Source: an optimization exercise on an open RTL-to-GDS flow (aim: small area). Production flows keep margins and buffers that such runs may drop. At most, simulation tests tie the RTL to the original design; equivalence was not proved. No activity file was given, so power comes from the tool's default toggle rates.

## the reference run
## Solve
module Solve#(
    parameter Y=150,
    parameter X=200
)(
    input clk,
    input rst,
    input halt,
    input prepare,
    input start,
    input next,
    input switcher,
    input sw2,
    input auto,
    input keep,
    input [15:0] length,
    input [15:0] now,
    input [4:0] debug,
    output [15:0] dataput,
    output [31:0] dataput2,
    output wrong,
    output solved,
    output fakeclick,
    output [31:0] score,
    output signed [15:0] wwmodi,
    output ready,
    output wfresh,
    output [11:0] wcolorp,
    output [17:0] wBLOn,
    output nnote0,
    output [15:0] wnotex,wnotey,
    output [15:0] wperc,
    output endpass
);
export LEC_CHECK = 0
export CAP_MARGIN = 20
export CORE_MARGIN = 2
export CORE_UTILIZATION = 40
export SLEW_MARGIN = 20
export SYNTH_MEMORY_MAX_BITS = 65536
create_clock -name core_clock -period 10.0 [get_ports {clk}]
standard.sh (not shown) runs the stock make flow with config.mk's settings and CLKGATE_MAP_FILE= SYNTH_SCRIPT=/design/flow/synth_recipe.tcl, a recipe that flattens the netlist after the stock synthesis.
==> flow/flow/run.sh <==
#!/bin/bash
# Standard layout, with the port buffers made of the smallest buffer cell
# and a clock tree of smaller buffers without dummy loads.
export BUFFER_PORTS_ARGS="-buffer_cell sky130_fd_sc_hd__buf_1"
export CTS_ARGS="-sink_clustering_enable -repair_clock_nets -dont_use_dummy_load -buf_list sky130_fd_sc_hd__clkbuf_8 -sink_clustering_size 16"
bash standard.sh > standard.log 2>&1
[inputs] the trial run vs the reference run
--- a/flow/design.v
+++ b/flow/design.v
@@ -1265,25 +1265,30 @@
 assign ready=(state==WAITSTART);
 assign wrong=(state==WRONG);
 assign wnotex={8'd0,nx};
 assign wnotey={8'd0,ny};
 assign solved=dealtadd&&(!invalidadd);
 assign fakeclick=fclick;
 assign wBLOn=(sn==2'd2)?XY:(sn==2'd3)?2*XY:18'd0;
 assign wfresh=fresh;
-wire [2:0] cj=cc[2:0];
-wire rf=cc[3]&cj[2]&(cj[1]|cj[0]);
-wire r2=cc[3]&((cj==3'd4)|(cj==3'd3));
-wire gf=cc[3]&!cj[1];
-wire g8=cc[3]&cj[1]&!cj[0];
-wire g2=cc[3]&(cj==3'd3);
-wire bf=cc[3]&!cj[2]&(cj[1]|cj[0]);
-wire b2=cc[3]&(cj==3'd0);
-wire [11:0] colorp={rf,rf,rf|r2,rf,gf|g8,gf,gf|g2,gf,bf,bf,bf|b2,bf};
+reg [11:0] colorp;
+always @(*) begin
+    case(cc)
+        4'd12:colorp=12'h2f0;
+        4'd13:colorp=12'hff0;
+        4'd14:colorp=12'hf80;
+        4'd15:colorp=12'hf00;
+        4'd8:colorp=12'h0f2;
+        4'd9:colorp=12'h0ff;
+        4'd10:colorp=12'h08f;
+        4'd11:colorp=12'h22f;
+        default:colorp=12'h000;
+    endcase
+end
 assign wcolorp=colorp;
 assign nnote0=!pz&&(rd?!cur[0]:cur[0]);
 assign endpass=(state==PASS);
 always @(posedge clk) begin
     if(rst)begin
         state<=IDLE;
         fclick<=0;
         fresh<=0;
## What came out
The reference run has a higher worst setup slack than the trial run. The trial run: net count reported at finish is 54 higher than what the reference run reported. Compared to the reference run, the number of flip-flops in the trial run is higher. The trial run against the reference run: area of the mapped netlist saw an increase, synthesized instance count saw an increase, sequential share of layout area saw an increase, register-to-register path setup slack saw a decrease, minimum clock period saw an increase. The trial run: no failed stages, no open violations at the end. | fmax | the trial run vs the reference run | about 1% lower |. Going from the reference run to the trial run, final design utilization grew by 0.30 points, clock network fraction of total power shows a reduction of 0.8 points, share of total power in combinational logic ~0 delta. The trial run: die area about 1.5% above the reference run.
For the trial run, only the layout was checked, not whether the RTL still works.

========
Setup of onyx:
Another version of the RTL of Solve (not shown whole).
For scale: ~2000 cells after synthesis, roughly 230 I/O pins, ~16000 um2 of cells after synthesis.
export LEC_CHECK = 0
export CAP_MARGIN = 20
export CORE_MARGIN = 2
export CORE_UTILIZATION = 40
export SLEW_MARGIN = 20
export SYNTH_MEMORY_MAX_BITS = 65536
create_clock -name core_clock -period 10.0 [get_ports {clk}]
Scripts as last shown in full above: flow/flow/run.sh
Setup changes, onyx to raven
--- a/flow/design.v
+++ b/flow/design.v
@@ -456,18 +456,17 @@
     .rst(preparing),
     .reset(rst),
     .cal(beginscore),
     .dev(wmodi),
     .result(jures),
     .out(score)
 );
 wire [16:0] taskri_d=add16({7'd0,notel},modi,1'b0);
-reg [15:0] taskri;
-always @(posedge clk) taskri<=taskri_d[15:0];
+wire [15:0] taskri=taskri_d[15:0];
 wire [16:0] dl=add16(length,~taskri,1'b1);           
 wire nb=dl[16];
 wire [15:0] d=dl[15:0];
 wire len_eq=(d==16'd0);                               
 wire ge80=(d>=16'd80);
 wire len_ge=(taskri>=16'hffb0)?(nb|ge80):(nb&ge80);   
 wire len_le=(taskri>16'd90&&taskri<=16'd65445)?(!nb&&d<=16'd65446):(length==16'd0);  
 wire early=(lcode<=lc);      
--- outcome ---
| raven | all stages done | FAIL | setup timing |
Share of the yosys chip area belonging to registers: raven < onyx
raven vs. onyx: maximum single-stage delay on the critical path higher; portion of the clock cycle consumed by the worst path in the final layout higher; count of nets after finishing higher.
Status: count of antenna diodes in the layout parity (raven, onyx)
raven and onyx ended up with roughly the same clock tree cell share of total cell area.
Layout filler cell count (lower): raven
As far as count of port buffers added during placement goes, raven and onyx are indistinguishable; the numbers are identical.
Function not checked in raven: the RTL went through the layout flow alone.

========
job 103:
Another version of the RTL of Solve (not shown whole).
Size in the first run: ~2,400 cells after synthesis, ~230 I/O pins, about 17,000 um2 of cells after synthesis.
==> flow/config.mk <==
export PLATFORM = sky130hd
export DESIGN_NAME = Solve
export DESIGN_NICKNAME = Solve
export VERILOG_FILES = /design/flow/design.v
export SDC_FILE = /design/flow/constraint.sdc
export NUM_CORES = 4
export LEC_CHECK = 0
export CAP_MARGIN = 20
export CORE_MARGIN = 2
export CORE_UTILIZATION = 40
export SLEW_MARGIN = 20
export SYNTH_MEMORY_MAX_BITS = 65536
==> flow/constraint.sdc <==
create_clock -name core_clock -period 10.0 [get_ports {clk}]
set_input_delay 2.0000 -clock core_clock [delete_from_list [all_inputs] [get_ports {clk}]]
set_output_delay 2.0000 -clock core_clock [all_outputs]
set_load 0.01 [all_outputs]
==> flow/flow/run.sh <==
#!/bin/bash
# Standard layout, with the port buffers made of the smallest buffer cell
# and a clock tree of smaller buffers without dummy loads.
export BUFFER_PORTS_ARGS="-buffer_cell sky130_fd_sc_hd__buf_1"
export CTS_ARGS="-sink_clustering_enable -repair_clock_nets -dont_use_dummy_load -buf_list sky130_fd_sc_hd__clkbuf_8 -sink_clustering_size 20"
bash standard.sh > standard.log 2>&1
## Diff of input files: job 105 against job 103
diff --git a/flow/design.v b/flow/design.v
--- a/flow/design.v
+++ b/flow/design.v
@@ -78,64 +78,67 @@
 module Judge(
     input clk,
     input start,
     input reset,
     input [15:0] now,
     input [15:0] fac,
     output [2:0] out,
     output signed [15:0] modi,
     output ready
 );
 reg [1:0] state;
 reg [2:0] res;
-reg [15:0] dec;              
+reg [15:0] dec;
 reg [15:0] rmodi;
 assign modi=rmodi;
 reg resd;
 assign out=res;
 assign ready=resd;
-wire [15:0] r=rmodi;
-wire rb=(r>=16'd65176);
-wire lt31 =(r<16'd31) |(rb&(r<16'd65207));
-wire lt46 =(r<16'd46) |(rb&(r<16'd65222));
-wire lt61 =(r<16'd61) |(rb&(r<16'd65237));
-wire lt180=(r<16'd180)|(rb&(r<16'd65356));
-wire lt300=(r<16'd300)|(rb&(r<16'd65476));
-wire lt315=(r<16'd315)|(rb&(r<16'd65491));
-wire lt330=(r<16'd330)|(rb&(r<16'd65506));
-wire rsub=(r<16'd360&&r>=16'd180);
-wire radd=(r>=16'd360&&r<=16'hff4B);
-always @(posedge clk) dec<=fac-now;
+wire decb=(dec>=16'd65176);
+function lt(input [15:0] v, input [15:0] t);
+    lt=(v<t);
+endfunction
+wire lt31 =lt(dec,16'd31) |(decb&lt(dec,16'd65207));
+wire lt46 =lt(dec,16'd46) |(decb&lt(dec,16'd65222));
+wire lt61 =lt(dec,16'd61) |(decb&lt(dec,16'd65237));
+wire lt180=lt(dec,16'd180)|(decb&lt(dec,16'd65356));
+wire lt300=lt(dec,16'd300)|(decb&lt(dec,16'd65476));
+wire lt315=lt(dec,16'd315)|(decb&lt(dec,16'd65491));
+wire lt330=lt(dec,16'd330)|(decb&lt(dec,16'd65506));
+wire rsub=(rmodi<16'd360&&rmodi>=16'd180);
+wire radd=(rmodi>=16'd360&&rmodi<=16'hff4B);
 always @ (posedge clk) begin
     if(reset)begin
         state<=0;
         resd<=0;
         res<=0;
+        dec<=0;
         rmodi<=0;
     end else
     case(state)
         2'd0:begin
             resd<=0;
             if(start)begin
                 state<=1;
+                dec<=fac-now;
             end
         end
         2'd1:begin
             rmodi<=dec;
             state<=2;
         end
         2'd2:begin
             state<=3;
             if(rsub||radd)begin
-                rmodi<={r[15:3]+(rsub?13'h1fd3:13'h002d),r[2:0]};
+                rmodi<={rmodi[15:3]+(rsub?13'h1fd3:13'h002d),rmodi[2:0]};
             end
             if(lt180)begin
                 if(!lt46)begin
                     if(!lt61)res<=3'b111;
                     else res<=3'b110;
                 end else begin
                     if(!lt31)res<=3'b101;
                     else res<=3'b100;
                 end
             end else begin
                 if(lt315)begin
                     if(lt300)res<=3'b011;
@@ -182,24 +185,25 @@
     if(reset)astate<=4'd9;
     else if(rst)astate<=4'd9;
     else if(astate==4'd9)begin
         if(start)astate<=4'd0;
     end else if(astate==4'd8)astate<=4'd9;
     else astate<=astate+4'd1;
 end
 always @(posedge clk)begin
     if(reset)begin
         state<=0;
         start<=0;
         score<=0;
+        mid<=0;
     end else if(rst)score<=0;
     else begin
         if(state)begin
             start<=0;
             if(ok)begin
                 state<=0;
                 score<=value;
             end
         end else begin
             if(cal)begin
                 state<=1;
                 start<=1;
@@ -452,27 +456,29 @@
 end
 assign wcolorp=colorp;
 assign nnote0=nnote[0];
 assign endpass=(state==PASS);
 always @(posedge clk) begin
     if(rst)begin
         state<=IDLE;
         fclick<=0;
         fresh<=0;
         nnote<=0;
         cur<=8'd255;
         sn<=0;
+        tillf<=0;
         modi<=0;
         waitr<=0;
         preparing<=0;
+        ak<=0;
         cc<=0;
         dealtadd<=0;
         invalidadd<=0;
         beginscore<=0;
         judgestart<=0;
     end else
     case(state)
         IDLE:begin
             if(prepare)begin
                 fresh<=0;
                 nnote<=0;
                 modi<=0;
==> comparison <==
- Comparing detailed-routing iteration count for the pre-antenna-repair pass for job 105 and job 103, the smaller number came from job 103.
- Part of the total power dissipated in combinational logic: job 105 vs job 103 down 22 points
- Lower final critical path time including I/O delays and setup was reported by job 103, not job 105.
- Average cell area after synthesis in job 105 is 1.5% below job 103.
- On count of nets after finishing: between job 105 and job 103, it ends up lower for job 103.
- First-iteration DRC count: job 105 worse than job 103
- Job 103 → job 105: routability-driven placement congestion ratio now larger; share of the final layout cell area in multi-input gates now larger.
- Changes observed in job 105 relative to job 103: cell area after technology mapping increased 1.9%, routed wire length down 0.76%, met2 global-route usage went down.
No functional check of the RTL was part of job 105.

-- static timing again, ports no longer ideal --
The results above use ideal ports. As a check the final layouts listed here were re-extracted and re-timed, cells and wires unchanged.
Step 1 sets driving cells, clkbuf_16 on the clock port and buf_2 on the other inputs (assumed; they add their load-dependent delay and slew).
Step 2 moves the port delays by t, midway between the first and last clock arrival at a register: inputs arrive t later, outputs are due t later. That takes back most of the time a late clock gives input paths.
Three values: ideal ports, drivers, drivers and shift; two values: the first two.
| run | t (ns) | setup slack, ns | worst setup path after step 2 |
|---|---|---|---|
| the reference run | 0.496 | 0.315 / 0.339 / -0.157 | input to register |
| the trial run | 0.494 | 0.217 / 0.243 / -0.251 | input to register |
| onyx | 0.494 | 0.323 / 0.353 / -0.142 | input to register |
| raven | 0.496 | -0.063 / -0.063 / -0.063 | register to register |
| job 103 | 0.481 | 0.559 / 0.559 / 0.559 | register to register |
| job 105 | 0.540 | 0.541 / 0.541 / 0.541 | register to register |
With both steps, setup timing fails in the reference run, the trial run and onyx, where it was met with ideal ports. The setup slack of the reference run, which loses most, moves by +0.024 ns with the drivers and by -0.472 ns with both steps.
